Context: an optimization exercise on an open-source flow, tuned for small area. The choices shown serve that exercise and are no tape-out recipe.
For this run, only the layout was checked, not whether the RTL still works.

File: flow/config.mk
export PLATFORM = sky130hd
export DESIGN_NAME = mini_fir
export DESIGN_NICKNAME = mini_fir
export VERILOG_FILES = /design/flow/design.v
export SDC_FILE = /design/flow/constraint.sdc
export NUM_CORES = 4
export LEC_CHECK = 0
export CAP_MARGIN = 20
export CORE_MARGIN = 2
export CORE_UTILIZATION = 40
export SLEW_MARGIN = 20
File: flow/constraint.sdc
create_clock -name core_clock -period 5.5 [get_ports {clk}]
set_input_delay 1.1000 -clock core_clock [delete_from_list [all_inputs] [get_ports {clk}]]
set_output_delay 1.1000 -clock core_clock [all_outputs]
set_load 0.01 [all_outputs]
File: flow/design.v
module mini_fir_mac (
    input  [7:0]  i_c0, i_c1, i_c2, i_c3, i_c4, i_c5, i_c6,
    input  [7:0]  i_x0, i_x1, i_x2, i_x3, i_x4, i_x5, i_x6,
    output [18:0] o_sum
);
assign o_sum = i_c0 * i_x0 + i_c1 * i_x1 + i_c2 * i_x2 + i_c3 * i_x3
             + i_c4 * i_x4 + i_c5 * i_x5 + i_c6 * i_x6;
endmodule
module mini_fir_dp (
    input        clk,
    input  [7:0] i_coeff_00,
    input  [7:0] i_coeff_01,
    input  [7:0] i_coeff_02,
    input  [7:0] i_coeff_03,
    input  [7:0] i_coeff_04,
    input  [7:0] i_coeff_05,
    input  [7:0] i_coeff_06,
    input  [7:0] i_din,
    output reg [7:0] o_dout
);
reg [55:0] x_d;
always @(posedge clk)
    x_d <= {x_d[47:0], i_din};
wire [18:0] sum;
mini_fir_mac u_mac (
    .i_c0(i_coeff_00), .i_c1(i_coeff_01), .i_c2(i_coeff_02), .i_c3(i_coeff_03),
    .i_c4(i_coeff_04), .i_c5(i_coeff_05), .i_c6(i_coeff_06),
    .i_x0(x_d[55:48]), .i_x1(x_d[47:40]), .i_x2(x_d[39:32]), .i_x3(x_d[31:24]),
    .i_x4(x_d[23:16]), .i_x5(x_d[15:8]), .i_x6(x_d[7:0]),
    .o_sum(sum)
);
always @(posedge clk)
    o_dout <= (|sum[18:16]) ? 8'hff : sum[15:8];
endmodule
module mini_fir_ctrl (
    input        clk,
    input        rst_n,
    input  [3:0] i_addr,
    input  [7:0] i_data_wr,
    input        i_wr,
    input        i_rd,
    output     [7:0] o_data_rd,
    output reg [7:0] o_fir_ctrl,
    output reg [7:0] o_coeff_00,
    output reg [7:0] o_coeff_01,
    output reg [7:0] o_coeff_02,
    output reg [7:0] o_coeff_03,
    output reg [7:0] o_coeff_04,
    output reg [7:0] o_coeff_05,
    output reg [7:0] o_coeff_06
);
always @(posedge clk or negedge rst_n) begin
    if (~rst_n) begin
        o_coeff_00 <= 8'h00;
        o_coeff_01 <= 8'h00;
        o_coeff_02 <= 8'h00;
        o_coeff_03 <= 8'h00;
        o_coeff_04 <= 8'h00;
        o_coeff_05 <= 8'h00;
        o_coeff_06 <= 8'h00;
        o_fir_ctrl <= 8'h00;
    end else if (i_wr) begin
        case (i_addr)
            4'h0: o_coeff_00 <= i_data_wr;
            4'h1: o_coeff_01 <= i_data_wr;
            4'h2: o_coeff_02 <= i_data_wr;
            4'h3: o_coeff_03 <= i_data_wr;
            4'h4: o_coeff_04 <= i_data_wr;
            4'h5: o_coeff_05 <= i_data_wr;
            4'h6: o_coeff_06 <= i_data_wr;
            4'hf: o_fir_ctrl <= i_data_wr;
            default: ;
        endcase
    end
end
reg [7:0] reg_out_mux;
always @* begin
    case (i_addr)
        4'h0: reg_out_mux = o_coeff_00;
        4'h1: reg_out_mux = o_coeff_01;
        4'h2: reg_out_mux = o_coeff_02;
        4'h3: reg_out_mux = o_coeff_03;
        4'h4: reg_out_mux = o_coeff_04;
        4'h5: reg_out_mux = o_coeff_05;
        4'h6: reg_out_mux = o_coeff_06;
        4'hf: reg_out_mux = o_fir_ctrl;
        default: reg_out_mux = 8'd0;
    endcase
end
assign o_data_rd = i_rd ? reg_out_mux : 8'd0;
endmodule
module mini_fir #(
    parameter NUM = 1
)(
    input        clk,
    input        rst_n,
    input  [3:0] i_addr,
    input  [7:0] i_data_wr,
    input        i_wr,
    input        i_rd,
    output [7:0] o_data_rd,
    input  [7:0] i_din,
    output reg [7:0] o_dout
);
wire [7:0] fir_ctrl;
wire [7:0] coeff_00, coeff_01, coeff_02, coeff_03, coeff_04, coeff_05, coeff_06;
wire [7:0] fir_out;
mini_fir_ctrl u_fir_ctrl (
    .clk        (clk),
    .rst_n      (rst_n),
    .i_addr     (i_addr),
    .i_data_wr  (i_data_wr),
    .i_wr       (i_wr),
    .i_rd       (i_rd),
    .o_data_rd  (o_data_rd),
    .o_fir_ctrl (fir_ctrl),
    .o_coeff_00 (coeff_00),
    .o_coeff_01 (coeff_01),
    .o_coeff_02 (coeff_02),
    .o_coeff_03 (coeff_03),
    .o_coeff_04 (coeff_04),
    .o_coeff_05 (coeff_05),
    .o_coeff_06 (coeff_06)
);
mini_fir_dp u_fir_dp (
    .clk        (clk),
    .i_coeff_00 (coeff_00),
    .i_coeff_01 (coeff_01),
    .i_coeff_02 (coeff_02),
    .i_coeff_03 (coeff_03),
    .i_coeff_04 (coeff_04),
    .i_coeff_05 (coeff_05),
    .i_coeff_06 (coeff_06),
    .i_din      (i_din),
    .o_dout     (fir_out)
);
always @(posedge clk or negedge rst_n) begin
    if (~rst_n)
        o_dout <= 8'd0;
    else if (fir_ctrl[0])
        o_dout <= fir_out;
    else
        o_dout <= i_din;
end
endmodule
File: flow/run.sh
#!/bin/bash
# synth_recipe.tcl (not shown) runs the flow's synth.tcl, then flattens the netlist and writes it again
# the make line also repeats each setting of config.mk as NAME=value (left out here)
make -C /OpenROAD-flow-scripts/flow DESIGN_CONFIG=/design/flow/config.mk WORK_HOME=/design/flow/orfs CLKGATE_MAP_FILE= SYNTH_SCRIPT=/design/flow/synth_recipe.tcl finish
==> run summary <==
Hold Path Cell Cnt=1; Die X=230 µm; mux cell area share after synthesis=4.28%; via count=14,400; Max-cap violations=0; Sink Count=136; H-tree depth=4; Setup TNS Final=-29,250 ps; vias in the first global route=around 16,000; endpoints failing setup=8; root buf cell=clkbuf_16; Final Max Slew Viols=0; final WL=58,600 µm; syn_nets=2,657; Fmax achieved=about 0.11 GHz; gr usage total=23.8%; Synth-to-Final Area Change=18.6%; # nets final=2,898; crit path max fanout=8; fin crit period=9170 ps; Crit path required time=5860 ps; largest net degree at the start of global routing=39; Crit-path slowest cell=fa_2; dominant synthesized flop cell=dfrtp_1; n_diodes=0; Netlist cell types=72; commonest non-fill, non-tap cell in the layout=inv_1; IO Port Bufs=39; critical path capture point type=flip-flop; clk slew on worst S/H paths=70 ps; r2r endpoint=u_fir_dp.o_dout[6]; core area=0.0503 mm²; DIE HEIGHT=230 µm; Vias/cell=about 4.9; first-pass GRT wire length=94,200 µm; hold endpoint=o_dout[2]; Avg Inst Size Synth=a little over 10 µm²; outcome=failed layout checks; critical path type=flip-flop to flip-flop; HP Class=flip-flop to flip-flop; Final Hold Fails=0; initial DRC count=between 1,000 and 1,500; final setup skew=around 11 ps; Post-Synth XOR/XNOR Area=just over 1%; maximum clock path buffer count=2; initial antenna violation count=3; grt ovf=0; Worst EP arrival=9530 ps; R2R Setup Slk=-3670 ps; post-route ant nets=0; Critical R2R Launch=u_fir_ctrl.o_coeff_00[4]; Boundary Pins=40; layout check faults=negative setup slack; most frequent cells in the layout=inv_1, fa_1, and2_1; Seq/Total Area, Yosys=between 10% and 20%; CP most frequent cell=fa_1; Synth Area in Adders=a little over half; slew of the pin with the lowest slew margin=807 ps; asr flop ratio synth=52.9%; CP startpoint kind=flip-flop; worst slack at placement=-3710 ps; CTS tree=yes; Worst-Skew Late Latency=about 490 ps; WL/cell=19.9 µm; DRC viols=0; Post-synth EDFFs=0; YS warnings=3; fill count=4,694; die area=0.0529 mm²; design area=0.0242 mm²; Post-Synthesis Cells=about 2,000; RSZ-0062 raised after global routing=true; Worst Setup Slack, final=-3670 ps; slew margin rel.=46.1%; worst-case reg-to-reg path depth=32; HPWL Detailed=roughly 50,000 µm; fraction of layout cells with a size suffix above 1=19.3%; area post-placement=0.0235 mm²; Synth Area in Simple Gates=14.0%; synthesized area=0.0204 mm²; Final period util=167%; CP peak stage delay=530 ps; total CTS buffers=17; Hold Crit Start=u_fir_dp.o_dout[2]; Seq cells post-synth=roughly 140; main combinational cell family by area after synthesis=adder cells; starting density of the core=between 40 and 50%; routability cong.=around 0.92; Compound-Gate Fraction of Synth Area=under 10%; Rows=82; TritonRoute pass-1 iters=6
synth_stat cells, drive strengths merged (3+ instances only):
| cell type | number | area [µm²] |
|---|---|---|
| a211oi | 4 | 35.0 |
| a21o | 5 | 38.8 |
| a21oi | 25 | 144 |
| a222oi | 5 | 50.1 |
| a22oi | 10 | 75.1 |
| a31oi | 5 | 46.3 |
| a32oi | 5 | 43.8 |
| and2 | 251 | 1570 |
| and3 | 5 | 33.8 |
| buf | 9 | 56.3 |
| clkbuf | 50 | 188 |
| dfrtp | 72 | 1800 |
| dfxtp | 64 | 1280 |
| fa | 401 | 8030 |
| ha | 212 | 2650 |
| inv | 480 | 1800 |
| mux2 | 76 | 856 |
| nand2 | 210 | 796 |
| nand2b | 6 | 40.0 |
| nand3 | 15 | 75.1 |
| nor2 | 25 | 96.4 |
| nor2b | 9 | 56.3 |
| nor3 | 5 | 41.3 |
| nor4 | 3 | 33.8 |
| o211ai | 3 | 27.5 |
| o21ai | 8 | 40.0 |
| or3 | 3 | 18.8 |
| xnor2 | 14 | 130 |
| xor2 | 6 | 52.6 |
final cells by class:
cell class	count	area [µm²]	area share, %
tap	672	841	3.47
multi-input combinational	1345	15700	64.6
clock inverter	11	114	0.470
clock buffer	21	460	1.90
timing repair buffer	281	2260	9.31
sequential	136	3100	12.8
inverter	480	1800	7.43
worst max-delay path by stage:
stage,startpoint,endpoint,slack (ps),cells after the start
2_1_floorplan,u_fir_ctrl.o_coeff_00[3],u_fir_dp.o_dout[6],-3140,32
3_3_place_gp,u_fir_ctrl.o_coeff_00[6],u_fir_dp.o_dout[6],-3610,32
3_5_place_dp,u_fir_ctrl.o_coeff_00[6],u_fir_dp.o_dout[6],-3710,32
4_1_cts,u_fir_ctrl.o_coeff_00[3],u_fir_dp.o_dout[6],-3680,32
5_1_grt,u_fir_ctrl.o_coeff_00[4],u_fir_dp.o_dout[2],-3980,32
6_report,u_fir_ctrl.o_coeff_00[4],u_fir_dp.o_dout[6],-3670,32
kinds of logic (layout without fill, tap and decap cells):
group                      count (synthesis)  in the layout
AOI/OAI and AO/OA                         90             90
xor gates and xnor gates                  21             21
adders and majority gates                613            613
buffers and inverters                    539            793
DFF                                      136            136
muxes                                     78             78
and+or+nand+nor                          543            543
worst max-delay path, delay by kind of cell (launching register included):
| family | cells | cell delay (ps) |
|---|---|---|
| XOR/XNOR | 2 | 310 |
| AO/OA/AOI/OAI | 3 | 510 |
| AND/OR/NAND/NOR | 6 | 880 |
| adder cells (fa/ha/maj) | 14 | 6550 |
| buffers and inverters | 7 | 330 |
| flip-flops | 1 | 440 |
stage by stage:
stage | instances | hold slack, ps | util [%]
3_5_place_dp | 2909 | 453 | 46.7
4_1_cts | 2941 | 480 | 47.9
6_report | 2946 | 472 | 48.2
2_1_floorplan | 2020 | 329 | -
3_3_place_gp | 2909 | 478 | 46.7
5_1_grt | 2946 | 491 | 48.2
sequential cells by signal (all words and copies together) (netlist names):
name                   count
u_fir_ctrl.o_coeff_02      8
o_dout                     8
u_fir_dp.x_d              56
u_fir_ctrl.o_coeff_00      8
u_fir_ctrl.o_coeff_06      8
u_fir_ctrl.o_coeff_01      8
u_fir_ctrl.o_coeff_05      8
u_fir_dp.o_dout            8
u_fir_ctrl.o_fir_ctrl      8
u_fir_ctrl.o_coeff_04      8
u_fir_ctrl.o_coeff_03      8
per-layer routing:
| metal | share of wire [%] | routed length (µm) | global-route usage (%) |
|---|---|---|---|
| met2 | 47 | 27500 | 37.8 |
| met1 | 45 | 26400 | 32.8 |
| met4 | 3.4 | 1980 | 8.93 |
| met3 | 4.6 | 2720 | 3.51 |
| met5 | 0 | 0 | 0 |
timing repair:
item / CTS / global route
resized for setup: 14 / 31
endpoints found under the setup margin: 8 / 8
hold buffers: 0 / 0
pin swaps: 5 / 34
buffers inserted: 0 / 5

-- afterwards: timing with drivers on the ports --
How much do the figures lean on ideal ports? The routed layout below was timed once more, with nothing changed but the port constraints. Step 1: set_driving_cell puts a clkbuf_16 on clk and a buf_2 on each other input, an assumption about the parent block. Step 2 moves the port delays by t, midway between the first and last clock arrival at a register: inputs arrive t later, outputs are due t later. That takes back most of the time a late clock gives input paths. a / b / c = ideal ports / drivers / drivers and shift; a / b = the first two.
t, ns: 0.540
setup slack, ns: -3.673 / -3.673 / -3.673
worst setup path at the end: register to register
slew at the worst register clock pin (ns): 0.07 / 0.07
worst data-port slew with drivers (ns): 0.04
The setup slack of this run moves by 0.000 ns with the drivers and by 0.000 ns with both steps.
